Background: an optimization exercise with open tools, aiming at a short achievable clock period and few clock cycles. Do not read the settings as production practice.
Only simulation tests tie the RTL to the original design; equivalence was not proved.
Power figures rest on the tool's default switching activity, not on a simulated workload.

## pipelined
module pipelined (
    input wire i_clk,
    input wire i_reset,
    output reg [31:0] o_pc_debug,
    output reg o_insn_vld,
    output reg o_ctrl,
    output reg o_mispred,
    output reg [31:0] o_io_ledr,
    output reg [31:0] o_io_ledg,
    output reg [6:0] o_io_hex0,
    output reg [6:0] o_io_hex1,
    output reg [6:0] o_io_hex2,
    output reg [6:0] o_io_hex3,
    output reg [6:0] o_io_hex4,
    output reg [6:0] o_io_hex5,
    output reg [6:0] o_io_hex6,
    output reg [6:0] o_io_hex7,
    output reg [31:0] o_io_lcd,
    input wire [31:0] i_io_sw,
    output wire [13:0] o_imem_addr,
    input wire [31:0] i_imem_rdata,
    output wire [13:0] o_dmem_addr,
    output wire o_dmem_we,
    output wire [3:0] o_dmem_wmask,
    output wire [31:0] o_dmem_wdata,
    input wire [31:0] i_dmem_rdata
);
Size in the first run: roughly 12000 cells after synthesis, ~3500 flip-flops, ~350 I/O pins, roughly 160000 um^2 of cells after synthesis.
Settings: LEC_CHECK=0, CAP_MARGIN=35, CORE_MARGIN=2, CORE_UTILIZATION=40, SLEW_MARGIN=30, SYNTH_MEMORY_MAX_BITS=20000; clock period 10.5 ns.
standard.sh (not shown) runs the stock make flow with config.mk's settings and CLKGATE_MAP_FILE= SYNTH_SCRIPT=/design/flow/synth_recipe.tcl, a recipe that flattens the netlist after the stock synthesis.
==> flow/flow/run.sh <==
#!/bin/bash
# Layout flow: the standard ORFS flow (standard.sh) with two changes:
#  - the timing repair steps aim at a setup slack margin of MARGIN ns instead of 0,
#    so they keep working on the design's own critical paths while the design's
#    constraints are met with room to spare;
#  - the port buffers that the flow puts on every input and output are buf_4 cells.
# The make output goes to flow_standard.log; ORFS writes each step's log under orfs/logs.
set -euo pipefail
MARGIN=7.0
bash standard.sh SETUP_SLACK_MARGIN=$MARGIN "BUFFER_PORTS_ARGS=-buffer_cell sky130_fd_sc_hd__buf_4" finish > flow_standard.log 2>&1
Testbench counts at the start, summed over its fixed seeds: cycles 95,054.
Next try:
--- a/flow/design.v
+++ b/flow/design.v
@@ -81,25 +81,24 @@
     reg [4:0]  rd_m;
     reg [1:0]  ctr_m;
     reg        wen_w;
     reg [4:0]  rd_w;
     reg [31:0] res_w;
     reg [31:0] rf [1:31];
     reg [31:0] io [0:15];
     wire        red_m, red_d, stall;
     wire        red_fast;
     wire        d_pt;                    
     wire [31:0] tgt_fast, tgt_fast4;
     wire [31:0] m_wb;                    
-    wire [31:0] m_fw;                    
     wire [31:0] e_res;                   
     wire [31:0] tgt_red_m, tgt_red_d;
     assign o_imem_addr = pc_f[15:2];
     reg  [BI+TB+1:2] pcb;
     wire [BI-1:0] fi = pcb[BI+1:2];
     reg  [BN-1:0] b_tk;              
     reg  [BN-1:0] b_tm;              
     reg  [15:2]   b_tx [0:BN-1];     
     reg  [15:2]   ras_top;           
     integer bi;
     always @(*) begin
         for (bi = 0; bi < BN; bi = bi + 1) begin
@@ -205,46 +204,44 @@
     wire [31:0] d_r1 = (d_rs1 == 5'd0) ? 32'd0 : (wen_w && rd_w == d_rs1) ? res_w : rf[d_rs1];
     wire [31:0] d_r2 = (d_rs2 == 5'd0) ? 32'd0 : (wen_w && rd_w == d_rs2) ? res_w : rf[d_rs2];
     wire        d_bimm = pd_bimm;
     wire [31:0] d_b = d_bimm ? pd_immb : d_r2;
     wire e_pw = valid_e & wen_e;
     wire m_pw = valid_m & wen_m;
     wire d1_m = e_pw && rd_e == d_rs1;
     wire d1_w = !d1_m && m_pw && rd_m == d_rs1;
     wire d2_m = e_pw && rd_e == d_rs2;
     wire d2_w = !d2_m && m_pw && rd_m == d_rs2;
     wire lu = valid_d && valid_e && ld_e && wen_e &&
               ((d_use1 && rd_e == d_rs1) || (d_use2 && rd_e == d_rs2));
-    wire lu2 = valid_d && valid_m && ld_m && wen_m && !f3_m[2] && !f3_m[1] &&
-               ((d_use1 && rd_m == d_rs1) || (d_use2 && rd_m == d_rs2));
-    assign stall = lu | lu2;
+    assign stall = lu;
     assign red_d = valid_d & ~ptk_d & (d_jal | (d_br & ins_d[31] & ~hit_d) | pd_ret);
     assign tgt_red_d = pd_ret ? {16'd0, ras_top, 2'b00} : d_tgt;
     wire d_alu = d_opi | d_opr;
     wire d_add = (d_alu && d_f3 == 3'd0);
     always @(posedge i_clk or posedge i_reset) begin
         if (i_reset) valid_e <= 1'b0;
         else valid_e <= ~red_m & ~stall & valid_d;
     end
     always @(posedge i_clk) begin
         pc_e   <= pc_d;
         pc4_e  <= d_pc4;
         tgt_e  <= d_tgt;
         pdir_e <= d_pt;
         alt_e  <= d_pt ? d_pc4 : d_tgt;
         pnpc_e <= red_d ? tgt_red_d : pnpc_d;
-        a_e    <= ({32{d1_m}} & e_res) | ({32{d1_w}} & m_fw) | ({32{!d1_m && !d1_w}} & d_r1);
-        b_e    <= ({32{d2_m && !d_bimm}} & e_res) | ({32{d2_w && !d_bimm}} & m_fw) |
+        a_e    <= ({32{d1_m}} & e_res) | ({32{d1_w}} & m_wb) | ({32{!d1_m && !d1_w}} & d_r1);
+        b_e    <= ({32{d2_m && !d_bimm}} & e_res) | ({32{d2_w && !d_bimm}} & m_wb) |
                   ({32{d_bimm || (!d2_m && !d2_w)}} & d_b);
-        s_e    <= ({32{d2_m}} & e_res) | ({32{d2_w}} & m_fw) | ({32{!d2_m && !d2_w}} & d_r2);
+        s_e    <= ({32{d2_m}} & e_res) | ({32{d2_w}} & m_wb) | ({32{!d2_m && !d2_w}} & d_r2);
         pv_e   <= d_pv;
         sub_e  <= (d_opr && d_b30 && d_f3 == 3'd0) || d_br || (d_alu && d_f3[2:1] == 2'b01);
         uns_e  <= d_br ? d_f3[1] : d_f3[0];
         sra_e  <= d_b30;
         r_add  <= d_add;
         r_xor  <= d_alu && d_f3 == 3'd4;
         r_or   <= d_alu && d_f3 == 3'd6;
         r_and  <= d_alu && d_f3 == 3'd7;
         r_sll  <= d_alu && d_f3 == 3'd1;
         r_sr   <= d_alu && d_f3 == 3'd5;
         r_slt  <= d_alu && d_f3[2:1] == 2'b01;
         r_pass <= d_lui | d_auipc | d_jal | d_jalr;
@@ -460,27 +457,24 @@
     wire sx23 = m_sx && m_lb && addr_m[1:0] == 2'd2;
     wire sx31 = m_sx && ((m_lb && addr_m[1:0] == 2'd3) || (m_lh && addr_m[1]));
     wire m_ext = (sx7 & m_raw[7]) | (sx15 & m_raw[15]) | (sx23 & m_raw[23]) | (sx31 & m_raw[31]);
     wire s_r = !ld_m;
     wire s_x16 = m_lb | m_lh;
     assign m_wb[7:0] = ({8{sb0}} & m_raw[7:0]) | ({8{sb1}} & m_raw[15:8]) |
                        ({8{sb2}} & m_raw[23:16]) | ({8{sb3}} & m_raw[31:24]) |
                        ({8{s_r}} & res_m[7:0]);
     assign m_wb[15:8] = ({8{sh0}} & m_raw[15:8]) | ({8{sh1}} & m_raw[31:24]) |
                         ({8{m_lb}} & {8{m_ext}}) | ({8{s_r}} & res_m[15:8]);
     assign m_wb[31:16] = ({16{m_lw}} & m_raw[31:16]) | ({16{s_x16}} & {16{m_ext}}) |
                          ({16{s_r}} & res_m[31:16]);
-    assign m_fw[7:0] = m_wb[7:0];
-    assign m_fw[15:8] = ({8{sh0}} & m_raw[15:8]) | ({8{sh1}} & m_raw[31:24]) | ({8{s_r}} & res_m[15:8]);
-    assign m_fw[31:16] = ({16{m_lw}} & m_raw[31:16]) | ({16{s_r}} & res_m[31:16]);
     always @(posedge i_clk or posedge i_reset) begin
         if (i_reset) begin
             wen_w  <= 1'b0;
             vrpt_w <= 1'b0;
             mis_w  <= 1'b0;
         end else begin
             wen_w  <= valid_m & wen_m;
             vrpt_w <= vrpt_m;
             mis_w  <= vrpt_m & ctrl_m & red_m;
         end
     end
     always @(posedge i_clk) begin
Wire length increases by 0.40%.
Sequential share of layout area decreases by 0.43 points.
Sequential power barely changes.
Power increases by 1.1%.
Worst setup slack improved by 180 ps.
Testbench counts after the change, summed over its fixed seeds: cycles 94,358.

## static timing again, ports no longer ideal
The results above use ideal ports. As a check the final layouts listed here were re-extracted and re-timed, cells and wires unchanged. Step 1: set_driving_cell puts a clkbuf_16 on i_clk and a buf_2 on each other input, an assumption about the parent block. Step 2 adds t to the input delays and takes it off the output delays; t is the mean of the earliest and latest rising clock arrival at the registers after step 1. Input paths then give back, and output paths get back, about the clock's delay inside the block. Three values: ideal, step 1, step 2; two values: the first two.
run	t, ns	setup slack, ns	hold WS [ns]	worst setup path at the end	clock arrival spread, ns
the first run	1.084	6.550 / 6.550 / 5.876	0.270 / 0.270 / 0.270	input to register	0.108 / 0.107
the second run	1.071	6.728 / 6.677 / 5.780	0.302 / 0.302 / 0.302	input to register	0.134 / 0.135
After both steps every run listed still meets setup and hold. For the second run, which loses most, drivers alone change the setup slack by -0.051 ns; drivers and shift together by -0.948 ns.
